This design comes from an exercise in tuning for small area and a short achievable clock period on the open sky130 flow, not from production work. In this exercise RTL edits were held to simulation tests only and were not proved equivalent to the original. No activity file was given, so power comes from the tool's default toggle rates.

run A:
==> flow/design.v (excerpt) <==
module adder(clk, rst, in_valid, operand_1, operand_2, out_valid, Sum);
input clk;
input rst;
input in_valid;
input [31:0] operand_1;
input [31:0] operand_2;
output out_valid;
output [31:0] Sum;
reg [1:0] valid;
always @(posedge clk)
    if (rst) valid <= 0;
    else valid <= {valid[0:0], in_valid};
assign out_valid = valid[1];
wire [30:0] op2_iw = operand_2[30:0];
wire [31:0] a = operand_1;
wire [30:0] b = op2_iw;
wire [9:0] s12, s21;
esub u_s12(.a({a[30:23], 1'b1}), .b({~b[30:23], 1'b1}), .s(s12));
esub u_s21(.a({b[30:23], 1'b1}), .b({~a[30:23], 1'b1}), .s(s21));
wire [8:0] d12 = {~s12[9], s12[8:1]};
wire [7:0] d21 = s21[8:1];
wire [7:0] cgt = a[30:23] & ~b[30:23];
wire [7:0] ceq = ~(a[30:23] ^ b[30:23]);
wire [3:0] cgt1, ceq1;
wire [1:0] cgt2, ceq2;
genvar ci;
generate for (ci = 0; ci < 4; ci = ci + 1) begin : cmp1
    assign cgt1[ci] = cgt[2*ci+1] | (ceq[2*ci+1] & cgt[2*ci]);
    assign ceq1[ci] = ceq[2*ci+1] & ceq[2*ci];
end endgenerate
generate for (ci = 0; ci < 2; ci = ci + 1) begin : cmp2
    assign cgt2[ci] = cgt1[2*ci+1] | (ceq1[2*ci+1] & cgt1[2*ci]);
    assign ceq2[ci] = ceq1[2*ci+1] & ceq1[2*ci];
end endgenerate
wire ge = cgt2[1] | (ceq2[1] & (cgt2[0] | ceq2[0]));
wire [7:0] dd = ge ? d12[7:0] : d21;
wire [0:0] sgn_aw = a[31];
wire [7:0] emax_aw = ge ? a[30:23] : b[30:23];
wire [22:0] fb_aw = ge ? a[22:0] : b[22:0];
wire [22:0] fs_aw = ge ? b[22:0] : a[22:0];
wire [4:0] sh_aw = dd[4:0];
wire [0:0] shz_aw = (dd[7:5] != 3'd0) || (dd[4:3] == 2'b11);
wire [23:0] x0 = {1'b1, fs_aw};
wire [23:0] x1 = sh_aw[0] ? (x0 >> 1) : x0;
wire [23:0] x2 = sh_aw[1] ? (x1 >> 2) : x1;
wire [23:0] x3 = sh_aw[2] ? (x2 >> 4) : x2;
reg [0:0] sgn_s3;
reg [7:0] emax_s3;
reg [22:0] fb_s3;
reg [23:0] xs_s3;
reg [4:0] sh_s3;
reg [0:0] shz_s3;
always @(posedge clk) begin
    sgn_s3 <= sgn_aw;
    emax_s3 <= emax_aw;
    fb_s3 <= fb_aw;
  ...
export LEC_CHECK = 0
export ABC_AREA = 1
export CAP_MARGIN = 20
export CORE_MARGIN = 2
export CORE_UTILIZATION = 40
export CTS_BUF_LIST = sky130_fd_sc_hd__clkbuf_4 sky130_fd_sc_hd__clkbuf_8
export SETUP_SLACK_MARGIN = 1.45
export SLEW_MARGIN = 20
create_clock -name core_clock -period 4.0 [get_ports {clk}]
standard.sh (not shown) runs the stock make flow with config.mk's settings and CLKGATE_MAP_FILE= SYNTH_SCRIPT=/design/flow/synth_recipe.tcl, a recipe that flattens the netlist after the stock synthesis.
==> flow/flow/run.sh <==
#!/bin/bash
# Standard layout with two changes:
#  - synthesis leaves the adder logic to ABC instead of first mapping it to
#    the library's full- and half-adder cells (ADDER_MAP_FILE empty); the
#    registers are not affected;
#  - plain buf_1 cells as the port buffers.
export BUFFER_PORTS_ARGS="-buffer_cell sky130_fd_sc_hd__buf_1"
bash standard.sh ADDER_MAP_FILE= finish > standard.log 2>&1
Run A was carried through to the last stage, and its layout satisfied the timing, design-rule and antenna checks.
Input changes introduced in run B (baseline for comparison: run A):
- SETUP_SLACK_MARGIN: 1.45 -> 1.5
==> flow/flow/run.sh <==
#!/bin/bash
# Standard layout with three changes:
#  - the ABC script that maps the logic (ABC_AREA=1) is flow/abc_area.script;
#  - synthesis leaves the adder logic to ABC (ADDER_MAP_FILE empty);
#  - plain buf_1 cells as the port buffers.
# None of them touches the registers.
set -e
rm -rf scripts
cp -r "$FLOW_HOME/scripts" scripts
cp flow/abc_area.script scripts/abc_area.script
export BUFFER_PORTS_ARGS="-buffer_cell sky130_fd_sc_hd__buf_1"
bash standard.sh SCRIPTS_DIR="$PWD/scripts" ADDER_MAP_FILE= finish > standard.log 2>&1
==> flow/flow/abc_area.script (new file) <==
strash
dch
amap
topo
stime -c
buffer -c
upsize -c
dnsize -c
Notes after the runs:
- Compared with run A, run B shows final wirelength that has gone up by more than a quarter.
- Comparing the two runs side by side, run B comes out behind run A on total number of vias.
- Run comparison: run A group drawing the most power sequential cells; run B group drawing the most power combinational logic
- Compared with run A, in run B worst slew slack as a fraction of its limit shrank by 6.1 points, area of the core region shrank by 13%, horizontal extent of the die shrank by 7.0%.
Edits applied to the flow inputs when going from run B to run C:
- swapping 1.5 for 1.55 in SETUP_SLACK_MARGIN
==> flow/flow/run.sh <==
#!/bin/bash
# Standard layout with two changes:
#  - synthesis leaves the adder logic to ABC instead of first mapping it to
#    the library's full- and half-adder cells (ADDER_MAP_FILE empty); the
#    registers are not affected;
#  - plain buf_1 cells as the port buffers.
export BUFFER_PORTS_ARGS="-buffer_cell sky130_fd_sc_hd__buf_1"
bash standard.sh ADDER_MAP_FILE= finish > standard.log 2>&1
removed: flow/flow/abc_area.script
## What came out
Side by side, synthesized area turned out higher in run C than in run B. Relative to run B, run C improves cell area. Against run B, run C comes in 690 ps lower on time the final worst path needs with I/O delays and setup. Compare run B and run C | biggest cell delay along the critical path higher: run C. Core utilization: run C lower than run B. [run C vs run B] combinational power: lower in run C. Compared with run B, run C shows non-clock inverter instance count of the final layout higher by about 40%.

---

Another version of the RTL of adder (not shown whole).
Size in the first run: ~890 cells after synthesis, roughly 100 I/O pins, about 6000 sq um of cells after synthesis.
==> flow/config.mk <==
export PLATFORM = sky130hd
export DESIGN_NAME = adder
export DESIGN_NICKNAME = adder
export VERILOG_FILES = /design/flow/design.v
export SDC_FILE = /design/flow/constraint.sdc
export NUM_CORES = 4
export LEC_CHECK = 0
export ABC_AREA = 1
export CAP_MARGIN = 20
export CORE_MARGIN = 2
export CORE_UTILIZATION = 30
export CTS_BUF_LIST = sky130_fd_sc_hd__clkbuf_4 sky130_fd_sc_hd__clkbuf_8
export SETUP_SLACK_MARGIN = 1.3
export SLEW_MARGIN = 20
==> flow/constraint.sdc <==
create_clock -name core_clock -period 4.0 [get_ports {clk}]
set_input_delay 0.8000 -clock core_clock [delete_from_list [all_inputs] [get_ports {clk}]]
set_output_delay 0.8000 -clock core_clock [all_outputs]
set_load 0.01 [all_outputs]
==> flow/flow/run.sh <==
#!/bin/bash
# Standard layout, with plain buf_1 cells as the port buffers.
export BUFFER_PORTS_ARGS="-buffer_cell sky130_fd_sc_hd__buf_1"
bash standard.sh > standard.log 2>&1
The baseline completed with no timing, DRC or antenna violations.
Next try:
==> flow/flow/run.sh (replaced) <==
#!/bin/bash
# Standard layout with two changes:
#  - synthesis leaves the adder logic to ABC instead of first mapping it to
#    the library's full- and half-adder cells (ADDER_MAP_FILE empty); the
#    registers are not affected;
#  - plain buf_1 cells as the port buffers.
export BUFFER_PORTS_ARGS="-buffer_cell sky130_fd_sc_hd__buf_1"
bash standard.sh ADDER_MAP_FILE= finish > standard.log 2>&1
--- a/flow/config.mk
+++ b/flow/config.mk
@@ -11 +11 @@
-export CORE_UTILIZATION = 30
+export CORE_UTILIZATION = 40
@@ -13 +13 @@
-export SETUP_SLACK_MARGIN = 1.3
+export SETUP_SLACK_MARGIN = 1.5
Sequential power hardly moves.
Routed wire length drops by 3.1%.
Via count climbs by 4.3%.
Synthesized cell count climbs by 6.5%.
Power goes down by 3.5%.
Setup slack gets better by 0.21 ns.
Global-route usage goes up by 3.9 points.
Next try:
==> flow/flow/run.sh (replaced) <==
#!/bin/bash
# Standard layout, with plain buf_1 cells as the port buffers.
export BUFFER_PORTS_ARGS="-buffer_cell sky130_fd_sc_hd__buf_1"
bash standard.sh > standard.log 2>&1
--- a/flow/config.mk
+++ b/flow/config.mk
@@ -13 +13,3 @@
-export SETUP_SLACK_MARGIN = 1.5
+export CTS_CLUSTER_DIAMETER = 100
+export CTS_CLUSTER_SIZE = 30
+export SETUP_SLACK_MARGIN = 1.3
Result: Worst hold slack gets better by 0.0051 ns; non-clock buffer count shrinks by 4; via count decreases by 5.0%; maximum frequency went down by 6.9%; design area shrinks by 1.5%; sequential power is about the same.
Next try:
--- a/flow/config.mk
+++ b/flow/config.mk
@@ -9 +9 @@
-export CAP_MARGIN = 20
+export CAP_MARGIN = 0
@@ -13,2 +12,0 @@
-export CTS_CLUSTER_DIAMETER = 100
-export CTS_CLUSTER_SIZE = 30
@@ -16 +14 @@
-export SLEW_MARGIN = 20
+export SLEW_MARGIN = 0
What happened:
- final cell count is unchanged
- global-route usage stays the same
- die area does not change
- routed wire length is unchanged

-- afterwards: timing with drivers on the ports --
How much do the figures lean on ideal ports? The routed layouts below were timed once more, with nothing changed but the port constraints. Step 1 sets driving cells, clkbuf_16 on the clock port and buf_2 on the other inputs (assumed; they add their load-dependent delay and slew). Step 2, shift: input delay + t, output delay - t, t = (earliest + latest rising clock arrival at the registers) / 2. This alone moves slack from input paths to output paths. a / b / c = no drivers / after step 1 / after step 2; a / b = the first two.
| run | shift t [ns] | setup WS [ns] | clock arrival spread, ns | worst register clock-pin slew, ns | worst slew at a driven data input, ns |
|---|---|---|---|---|---|
| run A | 0.399 | 1.587 / 1.556 / 1.203 | 0.010 / 0.011 | 0.09 / 0.09 | 0.04 |
| run B | 0.414 | 0.882 / 0.856 / 0.442 | 0.013 / 0.014 | 0.10 / 0.10 | 0.06 |
| run C | 0.399 | 1.572 / 1.542 / 1.203 | 0.012 / 0.012 | 0.10 / 0.10 | 0.04 |
| the first run of note 2 | 0.392 | 1.394 / 1.359 / 1.081 | 0.015 / 0.014 | 0.10 / 0.10 | 0.06 |
| the second run of note 2 | 0.401 | 1.604 / 1.568 / 1.226 | 0.008 / 0.008 | 0.09 / 0.09 | 0.06 |
| the third run of note 2 | 0.398 | 1.426 / 1.426 / 1.077 | 0.010 / 0.011 | 0.09 / 0.09 | 0.04 |
| the fourth run of note 2 | 0.398 | 1.426 / 1.426 / 1.077 | 0.010 / 0.011 | 0.09 / 0.09 | 0.04 |
After both steps every run listed still meets setup and hold. For run B, which loses most, drivers alone change the setup slack by -0.026 ns; drivers and shift together by -0.440 ns.
